This is an optimization exercise on Yosys and OpenROAD, whose aim is small area, not a production implementation. Only the layout flow was run in this run; the RTL was not checked for function there. Power is estimated from default activity; no workload was simulated.

$ cat config.mk
export PLATFORM = sky130hd
export DESIGN_NAME = Game520
export DESIGN_NICKNAME = Game520
export VERILOG_FILES = /design/flow/design.v
export SDC_FILE = /design/flow/constraint.sdc
export NUM_CORES = 4
export LEC_CHECK = 0
export CAP_MARGIN = 20
export CORE_MARGIN = 2
export CORE_UTILIZATION = 40
export SLEW_MARGIN = 20
$ cat constraint.sdc
create_clock -name core_clock -period 10.0 [get_ports {clk}]
set_input_delay 2.0000 -clock core_clock [delete_from_list [all_inputs] [get_ports {clk}]]
set_output_delay 2.0000 -clock core_clock [all_outputs]
set_load 0.01 [all_outputs]
$ cat design.v
module clk (clk, rst, clkout, tick);
   input clk;			 
   input rst;			 
   output clkout;		 
   output tick;			 
	parameter num = 1;					 
	parameter clk0 = 'd50_000_000;	 
	parameter width = 'd26;				 
	reg [width-1:0] count;		 
	reg out;							 
	wire [25:0] a = clk0 / num;	 
	assign clkout = out;
	assign tick = (count >= a) && !out;
	always@(posedge clk or negedge rst)
		if(!rst)
		begin
			count <= 'd0;
			out <= 1'b0;
		end
		else if(count < a)
			count <= count + 'd1;
		else
		begin
			count <= 'd0;
			out <= ~out;
		end
endmodule
module debounce (clk,rst,key,key_pulse);
   parameter N = 1;				 
   parameter CW = 20;			 
	input clk, rst;
   input [N-1:0] key;			 
	output [N-1:0] key_pulse;	 
   reg [N-1:0] key_rst_pre;
   reg [N-1:0] key_rst;
   wire [N-1:0] key_edge;		 
	reg [N-1:0] key_sec_pre;
   reg [N-1:0] key_sec;
   reg [CW-1:0] cnt;
   assign key_edge = key_rst_pre & (~key_rst);
	assign key_pulse = key_sec_pre & (~key_sec);
	always @(posedge clk or negedge rst)
	if (!rst)
	begin
		key_rst <= {N{1'b1}};
		key_rst_pre <= {N{1'b1}};
	end
	else
	begin
		key_rst <= key;
		key_rst_pre <= key_rst;
	end
   always @(posedge clk or negedge rst)
	if(!rst)
		cnt <= {CW{1'b0}};
	else if(key_edge)
		cnt <= {CW{1'b0}};
	else
		cnt <= cnt + 1;
   always @(posedge clk  or  negedge rst)
	if (!rst)
		key_sec <= {N{1'b1}};
	else if (cnt == {CW{1'b1}})
		key_sec <= key;
   always @(posedge clk  or  negedge rst)
	if (!rst)
		key_sec_pre <= {N{1'b1}};
	else
		key_sec_pre <= key_sec;
endmodule
module score(clk, rst, key, start, A, B, player);
	input clk, rst, start;
	input [3:0] key;
	output [3:0] A, B;		 
	output [1:0] player;	 
	reg [3:0] a, b;			 
	reg [1:0] p;
	assign A = a;			 
	assign B = b;			 
	assign player = p;
	always@(posedge clk or negedge rst)
	if(!rst)
	begin
		a <= 4'h0;
		b <= 4'h0;
	end
	else
		if(start && (~^p))
			case(key)
			4'b0010: a <= a + 4'h1;
			4'b0011: b <= b + 4'h1;
			4'b0100: b <= b + 4'h1;
			4'b0110: a <= a + 4'h1;
			4'b0111: a <= a + 4'h1;
			4'b1000: b <= b + 4'h1;
			default: ;
			endcase
	always@(posedge clk or negedge rst)
	if(!rst)
		p <= 2'b00;
	else
		if(~^p)
		begin
			if(a == 4'h3)		 
				p <= 2'b10;
			if(b == 4'h3)		 
				p <= 2'b01;
		end
endmodule
module round(clk, ce_1k, rst, key, ready, start, col_r, col_g, row_o, A, B);
	input clk, ce_1k, rst;		 
	input [3:0] key;
	input ready, start;
	output [7:0] col_r;
	output [7:0] col_g;
	output [7:0] row_o;
	output [3:0] A, B;			 
	reg [7:0] red, green;
	reg [7:0] row;
	reg show;
	reg [10:0] count;
	integer pic;
	integer over;
	reg [8:0] cnt;
	wire [1:0] player;			 
	always@(posedge clk or negedge rst)
	if(!rst)
		show <= 1'b0;
	else
		if(~^player)
			begin
				if(ready)
					show <= 1'b0;
				if(start && (~show))
					show <= 1'b1;
			end
	always@(posedge clk or negedge rst)
	if(!rst)
		row <= 8'h01;
	else if(ce_1k)
	begin
		if(row == 8'h80)
			row <= 8'h01;
		else
			row <= row * 2;
	end
	assign row_o = ~row;
	assign col_r = red;
	assign col_g = green;
	score s1(clk, rst, key, start, A, B, player);
	always@(posedge clk or negedge rst)
	if(!rst)
	begin
		red <= 8'h00;
		green <= 8'h00;
		pic <= 0;
		over <= 0;
		cnt <= 9'h000;
		count <= 11'h001;
	end
	else if(ce_1k)
	begin
		if(pic < 8)
		begin
			case(pic)
			0: begin
				case(row)
					8'h01: 
					begin
						red <= 8'h00;
						green <= 8'h00;
					end
					8'h02: 
					begin
						red <= 8'he7;
						green <= 8'he7;
					end
					8'h04: 
					begin
						red <= 8'he7;
						green <= 8'he7;
					end
					8'h08: 
					begin
						red <= 8'he7;
						green <= 8'he7;
					end
					8'h10: 
					begin
						red <= 8'he7;
						green <= 8'he7;
					end
					8'h20: 
					begin
						red <= 8'h00;
						green <= 8'h00;
					end
					8'h40: 
					begin
						red <= 8'h00;
						green <= 8'h00;
					end
					8'h80: 
					begin
						red <= 8'h00;
						green <= 8'h00;
					end
					default: 
					begin
						red <= 8'h00;
						green <= 8'h00;
					end
				endcase
				end
			1: begin
				case(row)
					8'h01: 
					begin
						red <= 8'h00;
						green <= 8'h00;
					end
					8'h02: 
					begin
						red <= 8'h24;
						green <= 8'h24;
					end
					8'h04: 
					begin
						red <= 8'hc3;
						green <= 8'hc3;
					end
					8'h08: 
					begin
						red <= 8'hc3;
						green <= 8'hc3;
					end
					8'h10: 
					begin
						red <= 8'h24;
						green <= 8'h24;
					end
					8'h20: 
					begin
						red <= 8'h00;
						green <= 8'h00;
					end
					8'h40: 
					begin
						red <= 8'h00;
						green <= 8'h00;
					end
					8'h80: 
					begin
						red <= 8'h00;
						green <= 8'h00;
					end
					default: 
					begin
						red <= 8'h00;
						green <= 8'h00;
					end
				endcase
				end
			2: begin
				case(row)
					8'h01: 
					begin
						red <= 8'h00;
						green <= 8'h00;
					end
					8'h02: 
					begin
						red <= 8'h42;
						green <= 8'h42;
					end
					8'h04: 
					begin
						red <= 8'he7;
						green <= 8'he7;
					end
					8'h08: 
					begin
						red <= 8'he7;
						green <= 8'he7;
					end
					8'h10: 
					begin
						red <= 8'h42;
						green <= 8'h42;
					end
					8'h20: 
					begin
						red <= 8'h00;
						green <= 8'h00;
					end
					8'h40: 
					begin
						red <= 8'h00;
						green <= 8'h00;
					end
					8'h80: 
					begin
						red <= 8'h00;
						green <= 8'h00;
					end
					default: 
					begin
						red <= 8'h00;
						green <= 8'h00;
					end
				endcase
				end
			3: begin			 
				case(row)
					8'h01: 
					begin
						red <= 8'hc3;
						green <= 8'hc3;
					end
					8'h02: 
					begin
						red <= 8'hc3;
						green <= 8'hc3;
					end
					8'h04: 
					begin
						red <= 8'h0c;
						green <= 8'h0c;
					end
					8'h08: 
					begin
						red <= 8'h30;
						green <= 8'h30;
					end
					8'h10: 
					begin
						red <= 8'hc3;
						green <= 8'hc3;
					end
					8'h20: 
					begin
						red <= 8'hc3;
						green <= 8'hc3;
					end
					8'h40: 
					begin
						red <= 8'h3c;
						green <= 8'h3c;
					end
					8'h80: 
					begin
						red <= 8'h3c;
						green <= 8'h3c;
					end
					default: 
					begin
						red <= 8'h00;
						green <= 8'h00;
					end
				endcase
				end
			4: begin			 
				case(row)
					8'h01: 
					begin
						red <= 8'hff;
						green <= 8'hff;
					end
					8'h02: 
					begin
						red <= 8'h18;
						green <= 8'h18;
					end
					8'h04: 
					begin
						red <= 8'h18;
						green <= 8'h18;
					end
					8'h08: 
					begin
						red <= 8'h18;
						green <= 8'h18;
					end
					8'h10: 
					begin
						red <= 8'h18;
						green <= 8'h18;
					end
					8'h20: 
					begin
						red <= 8'h18;
						green <= 8'h18;
					end
					8'h40: 
					begin
						red <= 8'h18;
						green <= 8'h18;
					end
					8'h80: 
					begin
						red <= 8'hff;
						green <= 8'hff;
					end
					default: 
					begin
						red <= 8'h00;
						green <= 8'h00;
					end
				endcase
				end
			5: begin			 
				case(row)
					8'h01: 
					begin
						red <= 8'h18;
						green <= 8'h18;
					end
					8'h02: 
					begin
						red <= 8'h24;
						green <= 8'h24;
					end
					8'h04: 
					begin
						red <= 8'h24;
						green <= 8'h24;
					end
					8'h08: 
					begin
						red <= 8'h7e;
						green <= 8'h7e;
					end
					8'h10: 
					begin
						red <= 8'h7e;
						green <= 8'h7e;
					end
					8'h20: 
					begin
						red <= 8'hc3;
						green <= 8'hc3;
					end
					8'h40: 
					begin
						red <= 8'hc3;
						green <= 8'hc3;
					end
					8'h80: 
					begin
						red <= 8'h18;
						green <= 8'h18;
					end
					default: 
					begin
						red <= 8'h00;
						green <= 8'h00;
					end
				endcase
				end
			6: begin			 
				case(row)
					8'h01: 
					begin
						red <= 8'hc3;
						green <= 8'hc3;
					end
					8'h02: 
					begin
						red <= 8'hc3;
						green <= 8'hc3;
					end
					8'h04: 
					begin
						red <= 8'h3f;
						green <= 8'h3f;
					end
					8'h08: 
					begin
						red <= 8'h1f;
						green <= 8'h1f;
					end
					8'h10: 
					begin
						red <= 8'h3b;
						green <= 8'h3b;
					end
					8'h20: 
					begin
						red <= 8'h73;
						green <= 8'h73;
					end
					8'h40: 
					begin
						red <= 8'he3;
						green <= 8'he3;
					end
					8'h80: 
					begin
						red <= 8'h3f;
						green <= 8'h3f;
					end
					default: 
					begin
						red <= 8'h00;
						green <= 8'h00;
					end
				endcase
				end
			7: begin			 
				case(row)
					8'h01: 
					begin
						red <= 8'hff;
						green <= 8'hff;
					end
					8'h02: 
					begin
						red <= 8'h18;
						green <= 8'h18;
					end
					8'h04: 
					begin
						red <= 8'h18;
						green <= 8'h18;
					end
					8'h08: 
					begin
						red <= 8'h18;
						green <= 8'h18;
					end
					8'h10: 
					begin
						red <= 8'h18;
						green <= 8'h18;
					end
					8'h20: 
					begin
						red <= 8'h18;
						green <= 8'h18;
					end
					8'h40: 
					begin
						red <= 8'h18;
						green <= 8'h18;
					end
					8'h80: 
					begin
						red <= 8'hff;
						green <= 8'hff;
					end
					default: 
					begin
						red <= 8'h00;
						green <= 8'h00;
					end
				endcase
				end
			default: begin
				case(row)
					8'h01: 
					begin
						red <= 8'h00;
						green <= 8'h00;
					end
					8'h02: 
					begin
						red <= 8'h00;
						green <= 8'h00;
					end
					8'h04: 
					begin
						red <= 8'h00;
						green <= 8'h00;
					end
					8'h08: 
					begin
						red <= 8'h00;
						green <= 8'h00;
					end
					8'h10: 
					begin
						red <= 8'h00;
						green <= 8'h00;
					end
					8'h20: 
					begin
						red <= 8'h00;
						green <= 8'h00;
					end
					8'h40: 
					begin
						red <= 8'h00;
						green <= 8'h00;
					end
					8'h80: 
					begin
						red <= 8'h00;
						green <= 8'h00;
					end
					default: 
					begin
						red <= 8'h00;
						green <= 8'h00;
					end
				endcase
				end
			endcase
			cnt <= cnt + 1;
			if(cnt == 9'd500)
			begin
				cnt <= 9'h000;
				pic <= pic + 1;
			end
		end
		else if(~show)
		begin
			green <= 8'h00;
			red <= 8'h00;
			count <= 11'h001;
		end
		else if(show)
			if(|count)
			begin
				case(key)
				4'b0001:
				begin
					case(row)
						8'h01: 
						begin
							red <= 8'h00;
							green <= 8'h00;
						end
						8'h02: 
						begin
							red <= 8'h00;
							green <= 8'he7;
						end
						8'h04: 
						begin
							red <= 8'h00;
							green <= 8'he7;
						end
						8'h08: 
						begin
							red <= 8'h00;
							green <= 8'he7;
						end
						8'h10: 
						begin
							red <= 8'h00;
							green <= 8'he7;
						end
						8'h20: 
						begin
							red <= 8'h00;
							green <= 8'h00;
						end
						8'h40: 
						begin
							red <= 8'h00;
							green <= 8'h00;
						end
						8'h80: 
						begin
							red <= 8'h00;
							green <= 8'h00;
						end
						default: 
						begin
							red <= 8'h00;
							green <= 8'h00;
						end
					endcase
				end
				4'b0010:
				begin
					case(row)
						8'h01: 
						begin
							red <= 8'h00;
							green <= 8'h00;
						end
						8'h02: 
						begin
							red <= 8'h04;
							green <= 8'he0;
						end
						8'h04: 
						begin
							red <= 8'h03;
							green <= 8'he0;
						end
						8'h08: 
						begin
							red <= 8'h03;
							green <= 8'he0;
						end
						8'h10: 
						begin
							red <= 8'h04;
							green <= 8'he0;
						end
						8'h20: 
						begin
							red <= 8'h00;
							green <= 8'h00;
						end
						8'h40: 
						begin
							red <= 8'h00;
							green <= 8'h00;
						end
						8'h80: 
						begin
							red <= 8'h00;
							green <= 8'h00;
						end
						default: 
						begin
							red <= 8'h00;
							green <= 8'h00;
						end
					endcase
				end
				4'b0011:
				begin
					case(row)
						8'h01: 
						begin
							red <= 8'h00;
							green <= 8'h00;
						end
						8'h02: 
						begin
							red <= 8'he0;
							green <= 8'h02;
						end
						8'h04: 
						begin
							red <= 8'he0;
							green <= 8'h07;
						end
						8'h08: 
						begin
							red <= 8'he0;
							green <= 8'h07;
						end
						8'h10: 
						begin
							red <= 8'he0;
							green <= 8'h02;
						end
						8'h20: 
						begin
							red <= 8'h00;
							green <= 8'h00;
						end
						8'h40: 
						begin
							red <= 8'h00;
							green <= 8'h00;
						end
						8'h80: 
						begin
							red <= 8'h00;
							green <= 8'h00;
						end
						default: 
						begin
							red <= 8'h00;
							green <= 8'h00;
						end
					endcase
				end
				4'b0100:
				begin
					case(row)
						8'h01: 
						begin
							red <= 8'h00;
							green <= 8'h00;
						end
						8'h02: 
						begin
							red <= 8'h20;
							green <= 8'h07;
						end
						8'h04: 
						begin
							red <= 8'hc0;
							green <= 8'h07;
						end
						8'h08: 
						begin
							red <= 8'hc0;
							green <= 8'h07;
						end
						8'h10: 
						begin
							red <= 8'h20;
							green <= 8'h07;
						end
						8'h20: 
						begin
							red <= 8'h00;
							green <= 8'h00;
						end
						8'h40: 
						begin
							red <= 8'h00;
							green <= 8'h00;
						end
						8'h80: 
						begin
							red <= 8'h00;
							green <= 8'h00;
						end
						default: 
						begin
							red <= 8'h00;
							green <= 8'h00;
						end
					endcase
				end
				4'b0101:
				begin
					case(row)
						8'h01: 
						begin
							red <= 8'h00;
							green <= 8'h00;
						end
						8'h02: 
						begin
							red <= 8'h00;
							green <= 8'h24;
						end
						8'h04: 
						begin
							red <= 8'h00;
							green <= 8'hc3;
						end
						8'h08: 
						begin
							red <= 8'h00;
							green <= 8'hc3;
						end
						8'h10: 
						begin
							red <= 8'h00;
							green <= 8'h24;
						end
						8'h20: 
						begin
							red <= 8'h00;
							green <= 8'h00;
						end
						8'h40: 
						begin
							red <= 8'h00;
							green <= 8'h00;
						end
						8'h80: 
						begin
							red <= 8'h00;
							green <= 8'h00;
						end
						default: 
						begin
							red <= 8'h00;
							green <= 8'h00;
						end
					endcase
				end
				4'b0110:
				begin
					case(row)
						8'h01: 
						begin
							red <= 8'h00;
							green <= 8'h00;
						end
						8'h02: 
						begin
							red <= 8'h02;
							green <= 8'h20;
						end
						8'h04: 
						begin
							red <= 8'h07;
							green <= 8'hc0;
						end
						8'h08: 
						begin
							red <= 8'h07;
							green <= 8'hc0;
						end
						8'h10: 
						begin
							red <= 8'h02;
							green <= 8'h20;
						end
						8'h20: 
						begin
							red <= 8'h00;
							green <= 8'h00;
						end
						8'h40: 
						begin
							red <= 8'h00;
							green <= 8'h00;
						end
						8'h80: 
						begin
							red <= 8'h00;
							green <= 8'h00;
						end
						default: 
						begin
							red <= 8'h00;
							green <= 8'h00;
						end
					endcase
				end
				4'b0111:
				begin
					case(row)
						8'h01: 
						begin
							red <= 8'h00;
							green <= 8'h00;
						end
						8'h02: 
						begin
							red <= 8'h07;
							green <= 8'h40;
						end
						8'h04: 
						begin
							red <= 8'h07;
							green <= 8'he0;
						end
						8'h08: 
						begin
							red <= 8'h07;
							green <= 8'he0;
						end
						8'h10: 
						begin
							red <= 8'h07;
							green <= 8'h40;
						end
						8'h20: 
						begin
							red <= 8'h00;
							green <= 8'h00;
						end
						8'h40: 
						begin
							red <= 8'h00;
							green <= 8'h00;
						end
						8'h80: 
						begin
							red <= 8'h00;
							green <= 8'h00;
						end
						default: 
						begin
							red <= 8'h00;
							green <= 8'h00;
						end
					endcase
				end
				4'b1000:
				begin
					case(row)
						8'h01: 
						begin
							red <= 8'h00;
							green <= 8'h00;
						end
						8'h02: 
						begin
							red <= 8'h40;
							green <= 8'h04;
						end
						8'h04: 
						begin
							red <= 8'he0;
							green <= 8'h03;
						end
						8'h08: 
						begin
							red <= 8'he0;
							green <= 8'h03;
						end
						8'h10: 
						begin
							red <= 8'h40;
							green <= 8'h04;
						end
						8'h20: 
						begin
							red <= 8'h00;
							green <= 8'h00;
						end
						8'h40: 
						begin
							red <= 8'h00;
							green <= 8'h00;
						end
						8'h80: 
						begin
							red <= 8'h00;
							green <= 8'h00;
						end
						default: 
						begin
							red <= 8'h00;
							green <= 8'h00;
						end
					endcase
				end
				4'b1001:
				begin
					case(row)
						8'h01: 
						begin
							red <= 8'h00;
							green <= 8'h00;
						end
						8'h02: 
						begin
							red <= 8'h00;
							green <= 8'h42;
						end
						8'h04: 
						begin
							red <= 8'h00;
							green <= 8'he7;
						end
						8'h08: 
						begin
							red <= 8'h00;
							green <= 8'he7;
						end
						8'h10: 
						begin
							red <= 8'h00;
							green <= 8'h42;
						end
						8'h20: 
						begin
							red <= 8'h00;
							green <= 8'h00;
						end
						8'h40: 
						begin
							red <= 8'h00;
							green <= 8'h00;
						end
						8'h80: 
						begin
							red <= 8'h00;
							green <= 8'h00;
						end
						default: 
						begin
							red <= 8'h00;
							green <= 8'h00;
						end
					endcase
				end
				default:
				begin
					case(row)
						8'h01: 
						begin
							red <= 8'h00;
							green <= 8'h00;
						end
						8'h02: 
						begin
							red <= 8'h00;
							green <= 8'h00;
						end
						8'h04: 
						begin
							red <= 8'h00;
							green <= 8'h00;
						end
						8'h08: 
						begin
							red <= 8'h00;
							green <= 8'h00;
						end
						8'h10: 
						begin
							red <= 8'h00;
							green <= 8'h00;
						end
						8'h20: 
						begin
							red <= 8'h00;
							green <= 8'h00;
						end
						8'h40: 
						begin
							red <= 8'h00;
							green <= 8'h00;
						end
						8'h80: 
						begin
							red <= 8'h00;
							green <= 8'h00;
						end
						default: 
						begin
							red <= 8'h00;
							green <= 8'h00;
						end
					endcase
				end
				endcase
			count <= count + 1;
			end
			else
				if((A != 3) && (B != 3))
					count <= 11'h001;
		else if(^player)
		begin
			if(over < 4)
			begin
				case(over)
				0: begin				 
					case(row)
					8'h01: 
					begin
						red <= 8'h3c;
						green <= 8'h3c;
					end
					8'h02: 
					begin
						red <= 8'hc3;
						green <= 8'hc3;
					end
					8'h04: 
					begin
						red <= 8'hc3;
						green <= 8'hc3;
					end
					8'h08: 
					begin
						red <= 8'hc3;
						green <= 8'hc3;
					end
					8'h10: 
					begin
						red <= 8'hc3;
						green <= 8'hc3;
					end
					8'h20: 
					begin
						red <= 8'h3c;
						green <= 8'h3c;
					end
					8'h40: 
					begin
						red <= 8'h3c;
						green <= 8'h3c;
					end
					8'h80: 
					begin
						red <= 8'h3c;
						green <= 8'h3c;
					end
					default: 
					begin
						red <= 8'h00;
						green <= 8'h00;
					end
				endcase
				end
				1: begin				 
					case(row)
					8'h01: 
					begin
						red <= 8'hc3;
						green <= 8'hc3;
					end
					8'h02: 
					begin
						red <= 8'h42;
						green <= 8'h42;
					end
					8'h04: 
					begin
						red <= 8'h66;
						green <= 8'h66;
					end
					8'h08: 
					begin
						red <= 8'h24;
						green <= 8'h24;
					end
					8'h10: 
					begin
						red <= 8'h3c;
						green <= 8'h3c;
					end
					8'h20: 
					begin
						red <= 8'h18;
						green <= 8'h18;
					end
					8'h40: 
					begin
						red <= 8'h18;
						green <= 8'h18;
					end
					8'h80: 
					begin
						red <= 8'h81;
						green <= 8'h81;
					end
					default: 
					begin
						red <= 8'h00;
						green <= 8'h00;
					end
				endcase
				end
				2: begin				 
					case(row)
					8'h01: 
					begin
						red <= 8'hff;
						green <= 8'hff;
					end
					8'h02: 
					begin
						red <= 8'h03;
						green <= 8'h03;
					end
					8'h04: 
					begin
						red <= 8'h3f;
						green <= 8'h3f;
					end
					8'h08: 
					begin
						red <= 8'h3f;
						green <= 8'h3f;
					end
					8'h10: 
					begin
						red <= 8'h03;
						green <= 8'h03;
					end
					8'h20: 
					begin
						red <= 8'hff;
						green <= 8'hff;
					end
					8'h40: 
					begin
						red <= 8'hff;
						green <= 8'hff;
					end
					8'h80: 
					begin
						red <= 8'hff;
						green <= 8'hff;
					end
					default: 
					begin
						red <= 8'h00;
						green <= 8'h00;
					end
				endcase
				end
				3: begin				 
					case(row)
					8'h01: 
					begin
						red <= 8'hc3;
						green <= 8'hc3;
					end
					8'h02: 
					begin
						red <= 8'hc3;
						green <= 8'hc3;
					end
					8'h04: 
					begin
						red <= 8'h3f;
						green <= 8'h3f;
					end
					8'h08: 
					begin
						red <= 8'h1f;
						green <= 8'h1f;
					end
					8'h10: 
					begin
						red <= 8'h3b;
						green <= 8'h3b;
					end
					8'h20: 
					begin
						red <= 8'h73;
						green <= 8'h73;
					end
					8'h40: 
					begin
						red <= 8'he3;
						green <= 8'he3;
					end
					8'h80: 
					begin
						red <= 8'h3f;
						green <= 8'h3f;
					end
					default: 
					begin
						red <= 8'h00;
						green <= 8'h00;
					end
				endcase
				end
				endcase
				cnt <= cnt + 1;
				if(cnt == 'd500)
				begin
					cnt <= 9'h000;
					over <= over + 1;
				end
			end
			else
			begin
				case(player)
				2'b10: 
				begin
					red <= 8'h0f;
					green <= 8'hf0;
				end
				2'b01:
				begin
					red <= 8'hf0;
					green <= 8'h0f;
				end
				endcase
			end
		end
	end
endmodule
module segment(clk, ce, rst, num1, num2, DIG, Y);
	input clk, ce, rst;			 
	input [3:0] num1, num2;		 
	output [7:0] DIG;				 
	output [7:0] Y;				 
	reg cnt;							 
	reg [7:0] DIG_r, Y_r;
	function [7:0] seg;
		input [3:0] n;
		case(n)
		4'd0: seg = 8'hc0;
		4'd1: seg = 8'hf9;
		4'd2: seg = 8'ha4;
		4'd3: seg = 8'hb0;
		4'd4: seg = 8'h99;
		4'd5: seg = 8'h92;
		4'd6: seg = 8'h82;
		4'd7: seg = 8'hf8;
		4'd8: seg = 8'h80;
		4'd9: seg = 8'h90;
		default: seg = 8'h00;
		endcase
	endfunction
	assign DIG = ~DIG_r;
	assign Y = ~Y_r;
	always@(posedge clk or negedge rst)
	if(!rst)
		cnt <= 1'b0;
	else if(ce)
		cnt <= cnt + 1'd1;
	always@(posedge clk or negedge rst)
	if(!rst)
		DIG_r <= 8'h00;
	else if(ce)
		case(cnt)
			1'b0: DIG_r <= 8'h10;
			1'b1: DIG_r <= 8'h20;
			default: DIG_r <= 8'h00;
		endcase
	always@(posedge clk or negedge rst)
	if(!rst)
		Y_r <= 8'h00;
	else if(ce)
		case(cnt)
			1'b0: Y_r <= seg(num1);
			1'b1: Y_r <= seg(num2);
		endcase
endmodule
module lcd_1602_driver(
                clk    ,
                rst_n  ,
                lcd_en ,
                lcd_rw ,   
                lcd_rs ,
                lcd_data,
					 A, B
              );
	input        clk    ;
	input        rst_n  ;
	input [3:0] A, B;
	output       lcd_en ;
	output       lcd_rw ;
	output       lcd_rs ;
	output [7:0] lcd_data;
	wire         clk;
	wire         rst_n  ;
	wire         lcd_en ;
	wire         lcd_rw;
	reg  [7:0]   lcd_data;
	reg          lcd_rs  ;
	wire         write_flag;
	reg [5:0]    c_state ;
	reg [5:0]    n_state ;
	reg [127:0]  r_row_1;
	reg [127:0]  r_row_2;
	wire  [127:0]  row_1;
	wire  [127:0]  row_2;
	assign row_1 = r_row_1;
	assign row_2 = r_row_2;
	parameter TIME_20MS = 1000_000 ;  
	parameter TIME_500HZ= 100_000  ; 
	parameter         IDLE=    8'h00  ;   
	parameter SET_FUNCTION=    8'h01  ;       
	parameter     DISP_OFF=    8'h03  ;
	parameter   DISP_CLEAR=    8'h02  ;
	parameter   ENTRY_MODE=    8'h06  ;
	parameter   DISP_ON   =    8'h07  ;
	parameter    ROW1_ADDR=    8'h05  ;       
	parameter       ROW1_0=    8'h04  ;
	parameter       ROW1_1=    8'h0C  ;
	parameter       ROW1_2=    8'h0D  ;
	parameter       ROW1_3=    8'h0F  ;
	parameter       ROW1_4=    8'h0E  ;
	parameter       ROW1_5=    8'h0A  ;
	parameter       ROW1_6=    8'h0B  ;
	parameter       ROW1_7=    8'h09  ;
	parameter       ROW1_8=    8'h08  ;
	parameter       ROW1_9=    8'h18  ;
	parameter       ROW1_A=    8'h19  ;
	parameter       ROW1_B=    8'h1B  ;
	parameter       ROW1_C=    8'h1A  ;
	parameter       ROW1_D=    8'h1E  ;
	parameter       ROW1_E=    8'h1F  ;
	parameter       ROW1_F=    8'h1D  ;
	parameter    ROW2_ADDR=    8'h1C  ;
	parameter       ROW2_0=    8'h14  ;
	parameter       ROW2_1=    8'h15  ;
	parameter       ROW2_2=    8'h17  ;
	parameter       ROW2_3=    8'h16  ;
	parameter       ROW2_4=    8'h12  ;
	parameter       ROW2_5=    8'h13  ;
	parameter       ROW2_6=    8'h11  ;
	parameter       ROW2_7=    8'h10  ;
	parameter       ROW2_8=    8'h30  ;
	parameter       ROW2_9=    8'h31  ;
	parameter       ROW2_A=    8'h33  ;
	parameter       ROW2_B=    8'h32  ;
	parameter       ROW2_C=    8'h36  ;
	parameter       ROW2_D=    8'h37  ;
	parameter       ROW2_E=    8'h35  ;
	parameter       ROW2_F=    8'h34  ;
	reg [19:0] cnt_20ms ;
	always  @(posedge clk or negedge rst_n)begin
		 if(rst_n==1'b0)begin
			  cnt_20ms<=0;
		 end
		 else if(cnt_20ms == TIME_20MS -1)begin
			  cnt_20ms<=cnt_20ms;
		 end
		 else
			  cnt_20ms<=cnt_20ms + 1 ;
	end
	wire delay_done = (cnt_20ms==TIME_20MS-1)? 1'b1 : 1'b0 ;
	reg [19:0] cnt_500hz;
	always  @(posedge clk or negedge rst_n)begin
		 if(rst_n==1'b0)begin
			  cnt_500hz <= 0;
		 end
		 else if(delay_done==1)begin
			  if(cnt_500hz== TIME_500HZ - 1)
					cnt_500hz<=0;
			  else
					cnt_500hz<=cnt_500hz + 1 ;
		 end
		 else
			  cnt_500hz<=0;
	end
	assign lcd_en = (cnt_500hz>(TIME_500HZ-1)/2)? 1'b0 : 1'b1;
	assign write_flag = (cnt_500hz==TIME_500HZ - 1) ? 1'b1 : 1'b0 ;
	always@(posedge clk or negedge rst_n)
	if(!rst_n)
	begin
		r_row_1 <= "Player A : 0    ";
		r_row_2 <= "Player B : 0    ";
	end
	else
	begin
		case(A)		 
		4'h1: r_row_1 <= "Player A : 1    ";
		4'h2: r_row_1 <= "Player A : 2    ";
		4'h3: r_row_1 <= "Player A : 3    ";
		default: r_row_1 <= "Player A : 0    ";
		endcase
		case(B)		 
		4'h1: r_row_2 <= "Player B : 1    ";
		4'h2: r_row_2 <= "Player B : 2    ";
		4'h3: r_row_2 <= "Player B : 3    ";
		default: r_row_2 <= "Player B : 0    ";
		endcase
	end
	always  @(posedge clk or negedge rst_n)begin
		 if(rst_n==1'b0)begin
			  c_state <= IDLE    ;
		 end
		 else if(write_flag==1) begin
			  c_state<= n_state  ;
		 end
		 else
			  c_state<=c_state   ;
	end
	always  @(*)begin
		 case (c_state)
			  IDLE: n_state = SET_FUNCTION ;
	SET_FUNCTION: n_state = DISP_OFF     ;
		 DISP_OFF: n_state = DISP_CLEAR   ;
	  DISP_CLEAR: n_state = ENTRY_MODE   ;
	  ENTRY_MODE: n_state = DISP_ON      ;
	  DISP_ON   : n_state = ROW1_ADDR    ;
		ROW1_ADDR: n_state = ROW1_0       ;
			ROW1_0: n_state = ROW1_1       ;
			ROW1_1: n_state = ROW1_2       ;
			ROW1_2: n_state = ROW1_3       ;
			ROW1_3: n_state = ROW1_4       ;
			ROW1_4: n_state = ROW1_5       ;
			ROW1_5: n_state = ROW1_6       ;
			ROW1_6: n_state = ROW1_7       ;
			ROW1_7: n_state = ROW1_8       ;
			ROW1_8: n_state = ROW1_9       ;
			ROW1_9: n_state = ROW1_A       ;
			ROW1_A: n_state = ROW1_B       ;
			ROW1_B: n_state = ROW1_C       ;
			ROW1_C: n_state = ROW1_D       ;
			ROW1_D: n_state = ROW1_E       ;
			ROW1_E: n_state = ROW1_F       ;
			ROW1_F: n_state = ROW2_ADDR    ;
		ROW2_ADDR: n_state = ROW2_0       ;
			ROW2_0: n_state = ROW2_1       ;
			ROW2_1: n_state = ROW2_2       ;
			ROW2_2: n_state = ROW2_3       ;
			ROW2_3: n_state = ROW2_4       ;
			ROW2_4: n_state = ROW2_5       ;
			ROW2_5: n_state = ROW2_6       ;
			ROW2_6: n_state = ROW2_7       ;
			ROW2_7: n_state = ROW2_8       ;
			ROW2_8: n_state = ROW2_9       ;
			ROW2_9: n_state = ROW2_A       ;
			ROW2_A: n_state = ROW2_B       ;
			ROW2_B: n_state = ROW2_C       ;
			ROW2_C: n_state = ROW2_D       ;
			ROW2_D: n_state = ROW2_E       ;
			ROW2_E: n_state = ROW2_F       ;
			ROW2_F: n_state = ROW1_ADDR    ;
		  default: n_state = IDLE         ;
		endcase 
		end   
		assign lcd_rw = 0;
		always  @(posedge clk or negedge rst_n)begin
			 if(rst_n==1'b0)begin
				  lcd_rs <= 0 ;    
			 end
			 else if(write_flag == 1)begin
				  if((n_state==SET_FUNCTION)||(n_state==DISP_OFF)||
					  (n_state==DISP_CLEAR)||(n_state==ENTRY_MODE)||
					  (n_state==DISP_ON ) ||(n_state==ROW1_ADDR)||
					  (n_state==ROW2_ADDR))begin
				  lcd_rs<=0 ;
				  end 
				  else  begin
				  lcd_rs<= 1;
				  end
			 end
			 else begin
				  lcd_rs<=lcd_rs;
			 end     
		end                   
		always  @(posedge clk or negedge rst_n)begin
			 if(rst_n==1'b0)begin
				  lcd_data<=0 ;
			 end
			 else  if(write_flag)begin
				  case(n_state)
						  IDLE: lcd_data <= 8'h00;
				SET_FUNCTION: lcd_data <= 8'h38;  
					 DISP_OFF: lcd_data <= 8'h08;
				  DISP_CLEAR: lcd_data <= 8'h01;
				  ENTRY_MODE: lcd_data <= 8'h06;
				  DISP_ON   : lcd_data <= 8'h0c;
					ROW1_ADDR: lcd_data <= 8'h80;  
						ROW1_0: lcd_data <= row_1 [127:120];
						ROW1_1: lcd_data <= row_1 [119:112];
						ROW1_2: lcd_data <= row_1 [111:104];
						ROW1_3: lcd_data <= row_1 [103: 96];
						ROW1_4: lcd_data <= row_1 [ 95: 88];
						ROW1_5: lcd_data <= row_1 [ 87: 80];
						ROW1_6: lcd_data <= row_1 [ 79: 72];
						ROW1_7: lcd_data <= row_1 [ 71: 64];
						ROW1_8: lcd_data <= row_1 [ 63: 56];
						ROW1_9: lcd_data <= row_1 [ 55: 48];
						ROW1_A: lcd_data <= row_1 [ 47: 40];
						ROW1_B: lcd_data <= row_1 [ 39: 32];
						ROW1_C: lcd_data <= row_1 [ 31: 24];
						ROW1_D: lcd_data <= row_1 [ 23: 16];
						ROW1_E: lcd_data <= row_1 [ 15:  8];
						ROW1_F: lcd_data <= row_1 [  7:  0];
					ROW2_ADDR: lcd_data <= 8'hc0;       
						ROW2_0: lcd_data <= row_2 [127:120];
						ROW2_1: lcd_data <= row_2 [119:112];
						ROW2_2: lcd_data <= row_2 [111:104];
						ROW2_3: lcd_data <= row_2 [103: 96];
						ROW2_4: lcd_data <= row_2 [ 95: 88];
						ROW2_5: lcd_data <= row_2 [ 87: 80];
						ROW2_6: lcd_data <= row_2 [ 79: 72];
						ROW2_7: lcd_data <= row_2 [ 71: 64];
						ROW2_8: lcd_data <= row_2 [ 63: 56];
						ROW2_9: lcd_data <= row_2 [ 55: 48];
						ROW2_A: lcd_data <= row_2 [ 47: 40];
						ROW2_B: lcd_data <= row_2 [ 39: 32];
						ROW2_C: lcd_data <= row_2 [ 31: 24];
						ROW2_D: lcd_data <= row_2 [ 23: 16];
						ROW2_E: lcd_data <= row_2 [ 15:  8];
						ROW2_F: lcd_data <= row_2 [  7:  0];
				  endcase                     
			 end
			 else
					  lcd_data<=lcd_data ;
		end
endmodule
module beep(clk, rst, beep);
	parameter DIV5M = 4;			 
	parameter DIV4HZ = 6250000;	 
	input clk;				 
	input rst;				 
	output beep;			 
	reg [23:0] counter4Hz;		 
	reg [3:0] counter5MHz;		 
	reg [13:0] count, origin;	 
	reg audiof;						 
	reg clk_5MHz, clk_4Hz;		 
	reg [4:0] j;					 
	reg [5:0] len;					 
	wire ce_5MHz = (counter5MHz == DIV5M) && !clk_5MHz;
	wire ce_4Hz = (counter4Hz == DIV4HZ) && !clk_4Hz;
	assign beep= audiof;
	always @(posedge clk or negedge rst)       
	if(!rst)
	begin
		counter5MHz <= 0;
		clk_5MHz <= 0;
	end
	else
		if(counter5MHz==DIV5M)
		begin
			counter5MHz <= 0;
			clk_5MHz <= ~clk_5MHz;
		end
		else
			counter5MHz <= counter5MHz + 1;
	always @(posedge clk or negedge rst)       
	if(!rst)
	begin
		counter4Hz <= 0;
		clk_4Hz <= 0;
	end
	else
		if(counter4Hz == DIV4HZ)
		begin
			counter4Hz <= 0;
			clk_4Hz <= ~clk_4Hz;
		end
		else
			counter4Hz <= counter4Hz + 1;
	always @(posedge clk or negedge rst)
	if(!rst)
	begin
		audiof <= 0;
		count <= 0;
	end
	else if(ce_5MHz)
		if(origin == 'd10000)
			audiof <= 0;
		else if(count == 'd9556)
		begin
			count <= origin;
			audiof <= ~audiof;
		end
		else
			count <= count + 1;
	always @(posedge clk or negedge rst)
	if(!rst)
		origin <= 'd10000;
	else if(ce_4Hz)
		 case(j)
		 'd0 : origin <= 'd10000;
		 'd1 : origin <= 'd0;
		 'd2 : origin <= 'd1045;
		 'd3 : origin <= 'd1972;
		 'd4 : origin <= 'd2398;
		 'd5 : origin <= 'd3180;
		 'd6 : origin <= 'd3875;
		 'd7 : origin <= 'd4495;
		 'd8 : origin <= 'd4779;
		 'd9 : origin <= 'd5300;
		 'd10: origin <= 'd5765;
		 'd11: origin <= 'd5978;
		 'd12: origin <= 'd6368;
		 'd13: origin <= 'd6716;
		 'd14: origin <= 'd7026;
		 'd15: origin <= 'd7175;
		 'd16: origin <= 'd7428;
		 'd17: origin <= 'd7660;
		 'd18: origin <= 'd7767;
		 'd19: origin <= 'd7962;
		 'd20: origin <= 'd8136;
		 'd21: origin <= 'd8291;
		 default: origin <= 'd011111;
		 endcase
	always @(posedge clk or negedge rst)
	if(!rst)
	begin
		len <= 0;
		j <= 0;
	end
	else if(ce_4Hz)
		begin
			len <= len + 1;
			case(len)
			0 : j <= 10;
			1 : j <= 6;
			2 : j <= 5;
			3 : j <= 6;
			4 : j <= 6;
			5 : j <= 9;
			6 : j <= 9;
			7 : j <= 10;
			8 : j <= 9;
			9 : j <= 5;
			10: j <= 3;
			11: j <= 5;
			12: j <= 5;
			13: j <= 5;
			14: j <= 5;
			15: j <= 3;
			16: j <= 5;
			17: j <= 5;
			18: j <= 3;
			19: j <= 5;
			20: j <= 5;
			21: j <= 5;
			22: j <= 5;
			23: j <= 9;
			24: j <= 8;
			25: j <= 8;
			26: j <= 7;
			27: j <= 8;
			28: j <= 8;
			29: j <= 8;
			30: j <= 8;
			31: j <= 9;
			32: j <= 10;
			33: j <= 6;
			34: j <= 5;
			35: j <= 6;
			36: j <= 6;
			37: j <= 6;
			38: j <= 9;
			39: j <= 10;
			40: j <= 9;
			41: j <= 5;
			42: j <= 3;
			43: j <= 8;
			44: j <= 5;
			45: j <= 5;
			46: j <= 5;
			47: j <= 5;
			48: j <= 3;
			49: j <= 5;
			50: j <= 5;
			51: j <= 3;
			52: j <= 5;
			53: j <= 5;
			54: j <= 5;
			55: j <= 9;
			56: j <= 8;
			57: j <= 8;
			58: j <= 6;
			59: j <= 6;
			60: j <= 6;
			61: j <= 6;
			62: j <= 6;
			63: j <= 0;
			default: j <= 0;
			endcase
		end
endmodule
module Game520(clk, rst, row, r_col, g_col, led,
	btn1_i, btn2_i, btn3_i, ready_i, start_i, btn6_i, btn7_i, btn8_i,
	DIG, Y, lcd_en, lcd_rw, lcd_rs, lcd_data, speaker);
	input clk, rst;						 
	input btn1_i, btn2_i, btn3_i, btn6_i, btn7_i, btn8_i;		 
	input ready_i, start_i;				 
	output [7:0] row, r_col, g_col;	 
	output [7:0] led;						 
	output [7:0] DIG, Y;					 
	output       lcd_en ;				 
	output       lcd_rw ;				 
	output       lcd_rs ;				 
	output [7:0] lcd_data;				 
	output speaker;						 
	wire clk_1k, ce_1k;
	wire btn1, btn2, btn3, btn6, btn7, btn8;
	wire [2:0] btn123, btn678;
	wire ready, start;
	reg btn;
	reg [2:0] b123, b678;
	reg [3:0] a;
	wire [3:0] key;		 
	wire [3:0] A, B;
	reg r;
	assign led = {btn123, ~r, r, btn678};
	clk #(.num(1000), .clk0(5000)) c1(clk, rst, clk_1k, ce_1k);
	debounce #(.CW(8)) u2(clk, rst, btn1_i, btn1);
	debounce #(.CW(8)) u3(clk, rst, btn2_i, btn2);
	debounce #(.CW(8)) u4(clk, rst, btn3_i, btn3);
	debounce #(.CW(8)) u5(clk, rst, btn6_i, btn6);
	debounce #(.CW(8)) u6(clk, rst, btn7_i, btn7);
	debounce #(.CW(8)) u7(clk, rst, btn8_i, btn8);
	debounce #(.CW(8)) u8(clk, rst, ready_i, ready);
	debounce #(.CW(8)) u9(clk, rst, start_i, start);
	always@(posedge clk or negedge rst)
	if(!rst)
	begin
		btn <= 1'b0;
		r <= 1'b0;
	end
	else
		if((A != 3) && (B != 3))
		begin
			if(ready)
			begin
				btn <= 1'b1;
				r <= 1'b1;
			end
			if(start)
			begin
				btn <= 1'b0;
				r <= 1'b0;
			end
		end
	always@(posedge clk or negedge rst)
	if(!rst)
		b123 <= 3'b000;
	else
	begin
		if(ready)
			b123 <= 3'b000;
		if(btn)
			if(btn1)
				b123 <= 3'b100;
			else if(btn2)
				b123 <= 3'b010;
			else if(btn3)
				b123 <= 3'b001;
	end
	always@(posedge clk or negedge rst)
	if(!rst)
		b678 <= 3'b000;
	else
	begin
		if(ready)
			b678 <= 3'b000;
		if(btn)
			if(btn6)
				b678 <= 3'b100;
			else if(btn7)
				b678 <= 3'b010;
			else if(btn8)
				b678 <= 3'b001;
	end
	assign btn123 = b123;
	assign btn678 = b678;
	always@*
	begin
		case(btn123)
		'b100: a = 'd0;
		'b010: a = 'd3;
		'b001: a = 'd6;
		default: a = 'd0;
		endcase
		case(btn678)
		'b100: a = a + 'd1;
		'b010: a = a + 'd2;
		'b001: a = a + 'd3;
		default: a = 'd0;
		endcase
	end
	assign key = a;
	round r1(clk, ce_1k, rst, key, ready, start, r_col, g_col, row, A, B);
	segment s1(clk, ce_1k, rst, A, B, DIG, Y);
	lcd_1602_driver #(.TIME_20MS(2000), .TIME_500HZ(20)) l1(clk, rst, lcd_en, lcd_rw, lcd_rs, lcd_data, A, B);
	beep #(.DIV5M(0), .DIV4HZ(9999)) b1(clk, rst, speaker);
endmodule
$ cat run.sh
#!/bin/bash
# synth_recipe.tcl (not shown) runs the flow's synth.tcl, then flattens the netlist and writes it again
# the make line also repeats each setting of config.mk as NAME=value (left out here)
make -C /OpenROAD-flow-scripts/flow DESIGN_CONFIG=/design/flow/config.mk WORK_HOME=/design/flow/orfs CLKGATE_MAP_FILE= SYNTH_SCRIPT=/design/flow/synth_recipe.tcl finish
==> metrics.csv <==
metric,value,unit
synth_top_family_by_area,simple AND/OR/NAND/NOR gates,
drt-pass1-iter-count,6,
post_drt_wl_per_cell,15.2,µm
clk_pin_slew,60,ps
p_leak,9.78,nW
fmax,225,MHz
r2r-start,b123[2]$_DFF_PN0_,
hold_viol,0,
r2r_slack,6380,ps
worstSkewPairLatency,570,ps
postSynthAreaPerCell,9.48,µm²
drive_gt1_share,7.11,%
synth_area,0.0200,mm²
portBuffers,62,
finalSetupTns,0,ps
drt-total-wl,43400,µm
yosysUniqueCellTypes,81,
skew,17.5,ps
drc,0,
synth_mux_area_share,1.52,%
synth_most_common_cell,dfrtp_1,
place_hpwl,29900,µm
syn_to_final_growth,13.3,%
die_w,228,µm
n_antenna_cell,0,
min_period,4440,ps
cap_violations,0,
worstReg2RegEnd,r1.s1.b[1]$_DFFE_PN0P_,
synth_edf_count,0,
synth_compound_area_share,12.9,%
vias,15300,
viasPerCell,5.35,
synth_flop_cell,dfrtp_1,
rows,81,
hold_path.class,reg2reg,
ys_ff_latch,387,
path_buf_inv,1,
critPathCaptureType,output port,
antenna_found_initial,0,
synth_adder_area_share,3.54,%
initial_core_util,40.7,%
finalMaxSlewViolations,0,
yosys.area_share.simple,21.3,%
worstPathArrival,2440,ps
synthXorXnorAreaFrac,8.44,%
post_cts_buffers,0,
ant_nets,0,
slew_headroom,35.1,%
worstPathRequired,8000,ps
place_congestion,0.891,
peakVddDrop,0.000119,V
critPathTopFamily,simple AND/OR/NAND/NOR gates,
cts_tree,done,
start_kind,register,
yosys-top-cells-area,"dfrtp_1, xnor2_1, dfstp_2",
final_cell_area,0.0227,mm²
p_per_area,165,mW/mm²
grt_max_degree,143,
async_reset_ff_share,100,%
grt-ovfl-total,0,
core-area,0.0492,mm²
slowest_delay,570,ps
worst_slew_pin_slew,967,ps
ios,70,
post-route-period-util,44.4,%
critPathSlowestCell,clkdlybuf4s50_1,
synthTopCellsByCount,"dfrtp_1, nand2_1, nor2_1",
critPathCapture,lcd_en,
setup_viol,0,
crit_cells,4,
cts_hold_buf,0,
die_h,228,µm
ys_seq_area_share,48.6,%
place_area,0.0213,mm²
yosysTopAreaCell,dfrtp_1,
clock_path_buffers,3,
rsz0062_at_grt,false,
htreeDepth,2,
outcome,no timing/DRC/antenna violations,
grt_pass1_wl,74300,µm
drtIter0Drc,1184,
clockRootBuffer,clkbuf_16,
cts_buffers,43,
cp_cell_sequence,nor4_1 -> nand4_1 -> a211oi_1 -> clkdlybuf4s50_1,
critPathMaxFanout,5,
grt.total_usage,16.8,%
cts_sinks,387,
cts_resized,0,
r2r_cells,9,
synth_top_area_share,43.5,%
yosys_warnings,8,
crit_type,reg2out,
synth_cells,2111,
cp-startpoint,l1.cnt_500hz[12]$_DFF_PN0_,
dieArea,0.0519,mm²
first_global_vias,14800,
final_nets,2227,
==> placed cells by master (no fill, tap or decap), types with 43 or more instances in the layout <==
master	instances
nor2b_1	44
xor2_1	73
nand2_1	212
a21oi_1	106
xnor2_1	120
inv_1	83
nand4_1	54
dfrtp_1	348
clkdlybuf4s50_1	61
and3_1	65
o21ai_0	127
clkbuf_16	43
nand3_1	114
nor2_1	200
ha_1	55
==> metrics by stage <==
step	worst slack (ps)	cells	total power, W	hold slack, ps	utilization, %
after global routing	5430	2859	0.00393	367	46.1
after global placement	6150	2780	0.00218	356	43.3
after detailed placement	6160	2780	0.00220	357	43.3
after CTS	5550	2859	0.00380	366	46.1
after floorplan	6820	2138	0.00204	354	-
final	5560	2859	0.00374	363	46.1
==> logic make-up (layout without fill, tap and decap cells) <==
group,after synthesis,after routing
AO/OA/AOI/OAI,415,415
adder cells (fa/ha/maj),56,56
buffers and inverters,181,238
multiplexers,26,26
XOR/XNOR,193,193
flip-flops,387,387
AND/OR/NAND/NOR,851,851
other,2,29
==> how the worst min path moves through the flow <==
stage	from	slack (ps)	cells after the start	end
final	u9.key_rst$_DFF_PN1_	360	0	u9.key_rst_pre$_DFF_PN1_
after detailed placement	u9.key_rst$_DFF_PN1_	360	0	u9.key_rst_pre$_DFF_PN1_
after floorplan	u2.key_rst$_DFF_PN1_	350	0	u2.key_rst_pre$_DFF_PN1_
after global routing	u9.key_rst$_DFF_PN1_	370	0	u9.key_rst_pre$_DFF_PN1_
after global placement	u2.key_rst$_DFF_PN1_	360	0	u2.key_rst_pre$_DFF_PN1_
after CTS	u9.key_rst$_DFF_PN1_	370	0	u9.key_rst_pre$_DFF_PN1_
==> power by group <==
group	internal, W	total (W)	leakage (nW)	switching, W
registers	0.00167	0.00176	5.07	0.0000912
clock network	0.000934	0.00157	0.693	0.000638
logic	0.000168	0.000411	4.02	0.000243
total	0.00277	0.00374	9.78	0.000972
==> flip-flops by register name (all words and copies together), names as in the netlist, 9 cells and up <==
register	flops
r1.cnt	9
r1.pic	32
b1.origin	14
r1.count	11
l1.cnt_500hz	20
c1.count	26
l1.cnt_20ms	20
b1.count	14
b1.counter4Hz	24
r1.over	32
==> per-layer routing <==
metal | part of all wire [%] | up-vias | GRT usage (%)
met5 | 0 | - | 0
li1 | - | 7517 | -
met1 | 48 | 7389 | 24.0
met3 | 5.2 | 64 | 3.46
met2 | 44 | 337 | 25.8
met4 | 2.3 | 0 | 4.93
==> layout make-up <==
cell class | count | area, µm²
Inverter | 84 | 315
Timing Repair Buffer | 75 | 736
Clock inverter | 16 | 173
Sequential cell | 387 | 9730
Multi-Input combinational cell | 1570 | 9660
Clock buffer | 63 | 1230
Tap cell | 664 | 831
Fill cell | 4676 | 26500

## re-timing with driven ports
No port has a modelled driver above. Below, the same layout with a new extraction and two added sets of constraints. Step 1, drivers: a clkbuf_16 drives clk and a buf_2 each remaining input, both assumed. Step 2, shift: input delay + t, output delay - t, t = (earliest + latest rising clock arrival at the registers) / 2. This alone moves slack from input paths to output paths. a / b / c = ideal / step 1 / step 2; a / b = the first two.
t, ns: 0.621
setup slack, ns: 5.564 / 5.504 / 6.125
worst slew at a driven data input, ns: 0.06
After both steps this run still meets setup and hold. For this run, drivers alone change the setup slack by -0.060 ns; drivers and shift together by +0.561 ns.
